Background: an optimization exercise with open tools, aiming at small area. Do not read the settings as production practice. At most, simulation tests tie the RTL to the original design; equivalence was not proved.

==> v8 <==
==> flow/design.v <==
module dataGenerator(
    input  wire        clk,
    input  wire [3:0]  psel,      
    input  wire        restart,
    input  wire        advance,
    output reg  [63:0] v
);
wire p0 = psel[0];
wire p1 = psel[1];
wire p2 = psel[2];
wire p3 = psel[3];
wire a0 = advance & p0;
wire a1 = advance & p1;
wire a2 = advance & p2;
wire a3 = advance & p3;
wire [3:0] blk_ones;
genvar i, b;
generate
    for (b = 0; b < 4; b = b + 1) begin : ones
        assign blk_ones[b] = &v[16*b+15:16*b];
    end
endgenerate
wire [4:0] cb;                                  
assign cb[0] = a1 | (a2 & v[63]);
assign cb[1] = (cb[0] & blk_ones[0]) | (a2 & v[15]);
assign cb[2] = (cb[1] & blk_ones[1]) | (a2 & v[31]) | (a3 & (&v[31:28]));
assign cb[3] = (cb[2] & blk_ones[2]) | (a2 & v[47]);
assign cb[4] = cb[3] & blk_ones[3];
wire [64:0] c;                                  
wire [63:0] ci = c[63:0] | ({64{a2}} & v);     
generate
    for (i = 0; i <= 64; i = i + 1) begin : chain
        if (i % 16 == 0)
            assign c[i] = cb[i/16];
        else if (i % 8 == 0)
            assign c[i] = ci[i-1] & v[i-1] & ~p0;
        else if (i % 8 == 3)
            assign c[i] = (ci[i-1] & v[i-1]) | a0;
        else if (i == 4 || i == 28)
            assign c[i] = (ci[i-1] & v[i-1]) | a3;
        else
            assign c[i] = ci[i-1] & v[i-1];
    end
endgenerate
wire [63:0] t = v ^ ci;
wire       ch_max   = c[12];           
wire       ts_max   = c[64];           
wire       marker   = ~|v[3:0];        
wire [3:0] id       = v[3:0];
wire [3:0] id_next  = ch_max ? ((id == 4'hE) ? 4'h1 : id + 4'h1) : id;
reg [63:0] n;
always @* begin
    n = t;
    if (advance & p3) begin
        n[3:0]   = id_next;
        n[4]     = t[4] | ch_max;
        n[12]    = (v[23] ^ v[17] ^ v[15]) | marker;
        n[27:13] = v[26:12];
        n[28]    = t[28] | ts_max;
    end
end
reg [63:0] k;
always @* begin
    k = 64'd0;
    if (advance) begin
        if (p0) k = 64'h0706050403020100;
        if (p2) k = 64'h0000000000000001;
        if (p3) k = {36'h000000001, 16'h0123, 8'h01, 4'h1};
    end else begin
        if (p0) k = 64'hFFFEFDFCFBFAF9F8;
        if (p1) k = 64'hFFFFFFFFFFFFFFFF;
        if (p2) k = 64'h8000000000000000;
        if (p3) k = {36'hFFFFFFFFF, 16'h8091, 8'hFF, 4'h0};
    end
end
always @(posedge clk)
    v <= (restart & (|psel)) ? k : n;
endmodule
module checkData(
    input  wire        clk,
    input  wire [63:0] data_to_check,
    input  wire [3:0]  psel,
    input  wire        reset_err_counter,
    input  wire        reset_pattern,
    input  wire        check_for_errors,
    input  wire        enable_pattern,
    output wire [31:0] error_count
);
wire [63:0] correct_data;
wire [63:0] diff = data_to_check ^ correct_data;
wire mismatch = (|diff[27:0]) | (~psel[3] & (|diff[63:28]));
wire inc = check_for_errors & mismatch;
skip_counter #(.W(32)) errors (
    .clk(clk),
    .inc(inc),
    .clr(reset_err_counter),
    .q(error_count)
);
dataGenerator dataGenCheck(
    .clk(clk),
    .psel(psel),
    .restart(reset_pattern),
    .advance(enable_pattern),
    .v(correct_data)
);
endmodule
module ok_stream_tester(
	input  wire        clk,
	input  wire        rst,
	input  wire        start_timer,
	input  wire        stop_timer,
	input  wire        reset_pattern,
	input  wire [31:0] pattern,
	input  wire        src_almost_full,
	output wire [63:0] src_data,
	output reg         src_valid,
	input  wire        snk_empty,
	output wire        snk_rd_en,
	input  wire        snk_valid,
	input  wire [63:0] snk_data,
	output wire [63:0] clk_counts,
	output reg         timer_on,
	output wire [31:0] error_count
);
wire [63:0] generated_data;
wire        enable_gener = timer_on & ~src_almost_full;
wire        count        = start_timer | timer_on;
wire        known = ~|pattern[31:2];
wire [3:0]  psel  = {4{known}} & {pattern[1:0] == 2'd3, pattern[1:0] == 2'd2,
                                  pattern[1:0] == 2'd1, pattern[1:0] == 2'd0};
assign src_data  = {generated_data[31:0], generated_data[63:32]};
assign snk_rd_en = ~snk_empty;
skip_counter #(.W(64)) timer (
	.clk(clk),
	.inc(count),
	.clr(rst),
	.q(clk_counts)
);
always @(posedge clk) begin
	timer_on  <= ~stop_timer & (start_timer | (timer_on & ~rst));
	src_valid <= enable_gener;
end
dataGenerator generateData (
	.clk(clk),
	.psel(psel),
	.restart(reset_pattern),
	.advance(enable_gener),
	.v(generated_data)
);
checkData checkDataFromPipeIn (
	.clk(clk),
	.data_to_check({snk_data[31:0], snk_data[63:32]}),
	.psel(psel),
	.reset_err_counter(rst),
	.reset_pattern(reset_pattern),
	.check_for_errors(snk_valid),
	.enable_pattern(snk_rd_en),
	.error_count(error_count)
);
endmodule
module skip_counter #(
	parameter W = 64,
	parameter B = 16
) (
	input  wire         clk,
	input  wire         inc,
	input  wire         clr,
	output reg  [W-1:0] q
);
wire [W/B:0] cb;
wire [W:0]   c;
assign cb[0] = inc;
genvar i, b;
generate
	for (b = 0; b < W/B; b = b + 1) begin : blk
		assign cb[b+1] = cb[b] & (&q[B*b+B-1:B*b]);
		assign c[B*b] = cb[b];
		for (i = B*b + 1; i < B*b + B; i = i + 1) begin : bt
			assign c[i] = c[i-1] & q[i-1];
		end
	end
endgenerate
wire keep = inc | ~clr;
always @(posedge clk)
	q <= (q ^ c[W-1:0]) & {W{keep}};
endmodule
==> flow/run.sh <==
#!/bin/bash
# synth_recipe.tcl (not shown) runs the flow's synth.tcl, then flattens the netlist and writes it again
# the make line also repeats each setting of config.mk as NAME=value (left out here)
make -C /OpenROAD-flow-scripts/flow DESIGN_CONFIG=/design/flow/config.mk WORK_HOME=/design/flow/orfs CLKGATE_MAP_FILE= SYNTH_SCRIPT=/design/flow/synth_recipe.tcl finish
==> flow/config.mk <==
export PLATFORM = sky130hd
export DESIGN_NAME = ok_stream_tester
export DESIGN_NICKNAME = ok_stream_tester
export VERILOG_FILES = /design/flow/design.v
export SDC_FILE = /design/flow/constraint.sdc
export NUM_CORES = 4
export LEC_CHECK = 0
export CAP_MARGIN = 20
export CORE_MARGIN = 2
export CORE_UTILIZATION = 70
export SLEW_MARGIN = 20
==> flow/constraint.sdc <==
create_clock -name core_clock -period 10.0 [get_ports {clk}]
set_input_delay 2.0000 -clock core_clock [delete_from_list [all_inputs] [get_ports {clk}]]
set_output_delay 2.0000 -clock core_clock [all_outputs]
set_load 0.01 [all_outputs]
==> inputs of v19, as changes to v8 <==
==> flow/flow/run.sh (new file) <==
#!/bin/bash
# Standard ORFS layout with smaller port buffers and a leaner clock tree.
set -euo pipefail
export BUFFER_PORTS_ARGS="-buffer_cell sky130_fd_sc_hd__buf_1"
export CTS_ARGS="-sink_clustering_enable -repair_clock_nets -dont_use_dummy_load -buf_list sky130_fd_sc_hd__clkbuf_16 -sink_clustering_size 30 -sink_clustering_max_diameter 80"
bash standard.sh > standard.log 2>&1
==> flow/standard.sh (new file) <==
#!/bin/bash
# synth_recipe.tcl (not shown) runs the flow's synth.tcl, then flattens the netlist and writes it again
# the make line also repeats each setting of config.mk as NAME=value (left out here)
make -C /OpenROAD-flow-scripts/flow DESIGN_CONFIG=/design/flow/config.mk WORK_HOME=/design/flow/orfs CLKGATE_MAP_FILE= SYNTH_SCRIPT=/design/flow/synth_recipe.tcl "${@:-finish}"
CORE_UTILIZATION = 40   (was 70)
removed: flow/run.sh
==> inputs of v39, as changes to v8 <==
--- a/flow/design.v
+++ b/flow/design.v
@@ -24,3 +24,3 @@
 assign cb[0] = a1 | (a2 & v[63]);
-assign cb[1] = (cb[0] & blk_ones[0]) | (a2 & v[15]);
+assign cb[1] = cb[0] & blk_ones[0];
 assign cb[2] = (cb[1] & blk_ones[1]) | (a2 & v[31]) | (a3 & (&v[31:28]));
@@ -29,3 +29,3 @@
 wire [64:0] c;                                  
-wire [63:0] ci = c[63:0] | ({64{a2}} & v);     
+wire [63:0] ci = c[63:0] | ({{36{a2}}, 15'd0, {13{a2}}} & v);  
 generate
@@ -38,4 +38,6 @@
             assign c[i] = (ci[i-1] & v[i-1]) | a0;
-        else if (i == 4 || i == 28)
+        else if (i == 4)
             assign c[i] = (ci[i-1] & v[i-1]) | a3;
+        else if (i == 28)
+            assign c[i] = (ci[i-1] & v[i-1]) | (a2 & v[27]) | a3;
         else
@@ -53,3 +55,5 @@
     n = t;
-    if (advance & p3) begin
+    if (a2 | a3)
+        n[27:13] = v[26:12];
+    if (a3) begin
         n[3:0]   = id_next;
@@ -57,3 +61,2 @@
         n[12]    = (v[23] ^ v[17] ^ v[15]) | marker;
-        n[27:13] = v[26:12];
         n[28]    = t[28] | ts_max;
==> flow/flow/run.sh (new file) <==
#!/bin/bash
# Standard ORFS layout with smaller port buffers and a leaner clock tree.
set -euo pipefail
export BUFFER_PORTS_ARGS="-buffer_cell sky130_fd_sc_hd__buf_1"
export CTS_ARGS="-sink_clustering_enable -repair_clock_nets -dont_use_dummy_load -buf_list sky130_fd_sc_hd__clkbuf_16 -sink_clustering_size 30 -sink_clustering_max_diameter 150"
bash standard.sh > standard.log 2>&1
==> flow/standard.sh (new file) <==
#!/bin/bash
# synth_recipe.tcl (not shown) runs the flow's synth.tcl, then flattens the netlist and writes it again
# the make line also repeats each setting of config.mk as NAME=value (left out here)
make -C /OpenROAD-flow-scripts/flow DESIGN_CONFIG=/design/flow/config.mk WORK_HOME=/design/flow/orfs CLKGATE_MAP_FILE= SYNTH_SCRIPT=/design/flow/synth_recipe.tcl "${@:-finish}"
ABC_AREA = 1   (was unset)
CAP_MARGIN = 0   (was 20)
CORE_UTILIZATION = 40   (was 70)
SLEW_MARGIN = 0   (was 20)
removed: flow/run.sh
==> impl_metrics.ini <==
[yosys]
yosys.area.top_type_share = 0.3470
yosys-top-cells-area = dfxtp_1 35%, ha_1 21%, a21o_1 5.1%

[critical_path]
r2r_slack_ns = 2.83
crit_end = generateData.v[31]$_DFF_P_

[pwr]
p_seq_w = 0.000979
peakVddDrop_v = 0.0001196

[finish]
fillerInstances = 775

[clocking]
path_clk_slew_ns = 0.06

[grt]
grtUsageMet1 = 0.4588

[status]
status = timing/DRC/antenna clean

[floorplanning]
dieArea_um2 = 19050

[place]
dp_cells = 1745
(the above is from v8)
==> impl_metrics.ini <==
[place]
dp_cells = 1913

[grt]
top_usage_layer = met2

[critical_path]
crit_end = generateData.v[47]$_DFF_P_
r2r_slack_ns = 3.12

[floorplanning]
dieArea_um2 = 32870

[pwr]
peakVddDrop_v = 0.0001101

[yosys]
yosys-top-cells-area = dfxtp_1 35%, ha_1 21%, a21o_1 5.1%
yosys.area.top_type_share = 0.3470

[finish]
fillerInstances = 3003

[clocking]
path_clk_slew_ns = 0.08

[status]
status = timing/DRC/antenna clean
(the above is from v19)
==> impl_metrics.ini <==
[pwr]
peakVddDrop_v = 0.00008634

[status]
status = timing/DRC/antenna clean

[critical_path]
crit_end = checkDataFromPipeIn.dataGenCheck.v[14]$_DFF_P_

[clocking]
path_clk_slew_ns = 0.12

[floorplanning]
dieArea_um2 = 32470

[place]
dp_cells = 2088

[grt]
grtUsageMet1 = 0.2602

[yosys]
yosys.area.top_type_share = 0.3515
yosys-top-cells-area = dfxtp_1 35%, ha_1 21%, nand2_1 7.9%

[finish]
fillerInstances = 3156
(the above is from v39)
No functional check of the RTL was part of v8 and v19.

separate check: timing with driven ports:
The results above use ideal ports. As a check the final layouts listed here were re-extracted and re-timed, cells and wires unchanged.
Step 1 (the two cells are an assumption about what drives the block):
set clk [get_ports {clk}]
set_driving_cell -lib_cell sky130_fd_sc_hd__clkbuf_16 $clk
set_driving_cell -lib_cell sky130_fd_sc_hd__buf_2 [delete_from_list [all_inputs] $clk]
Step 2 times the ports against the registers' clock, not the clock port: input delays grow and output delays shrink by t, the midpoint of the rising clock arrivals with the driver on.
Slacks: ideal ports / drivers / drivers and shift; pairs: ideal ports / drivers.
run | t (ns) | setup WS [ns] | hold slack, ns | worst register clock-pin slew, ns | cell pins on the clock port's net
v8 | 0.565 | 0.797 / 0.817 / 0.252 | 0.517 / 0.517 / 0.517 | 0.07 / 0.07 | 1
v19 | 0.528 | 1.745 / 1.771 / 1.243 | 0.510 / 0.510 / 0.510 | 0.11 / 0.11 | 1
v39 | 0.510 | 1.511 / 1.503 / 0.993 | 0.539 / 0.539 / 0.539 | 0.12 / 0.12 | 1
After both steps every run listed still meets setup and hold. For v8, which loses most, drivers alone change the setup slack by +0.020 ns; drivers and shift together by -0.545 ns.
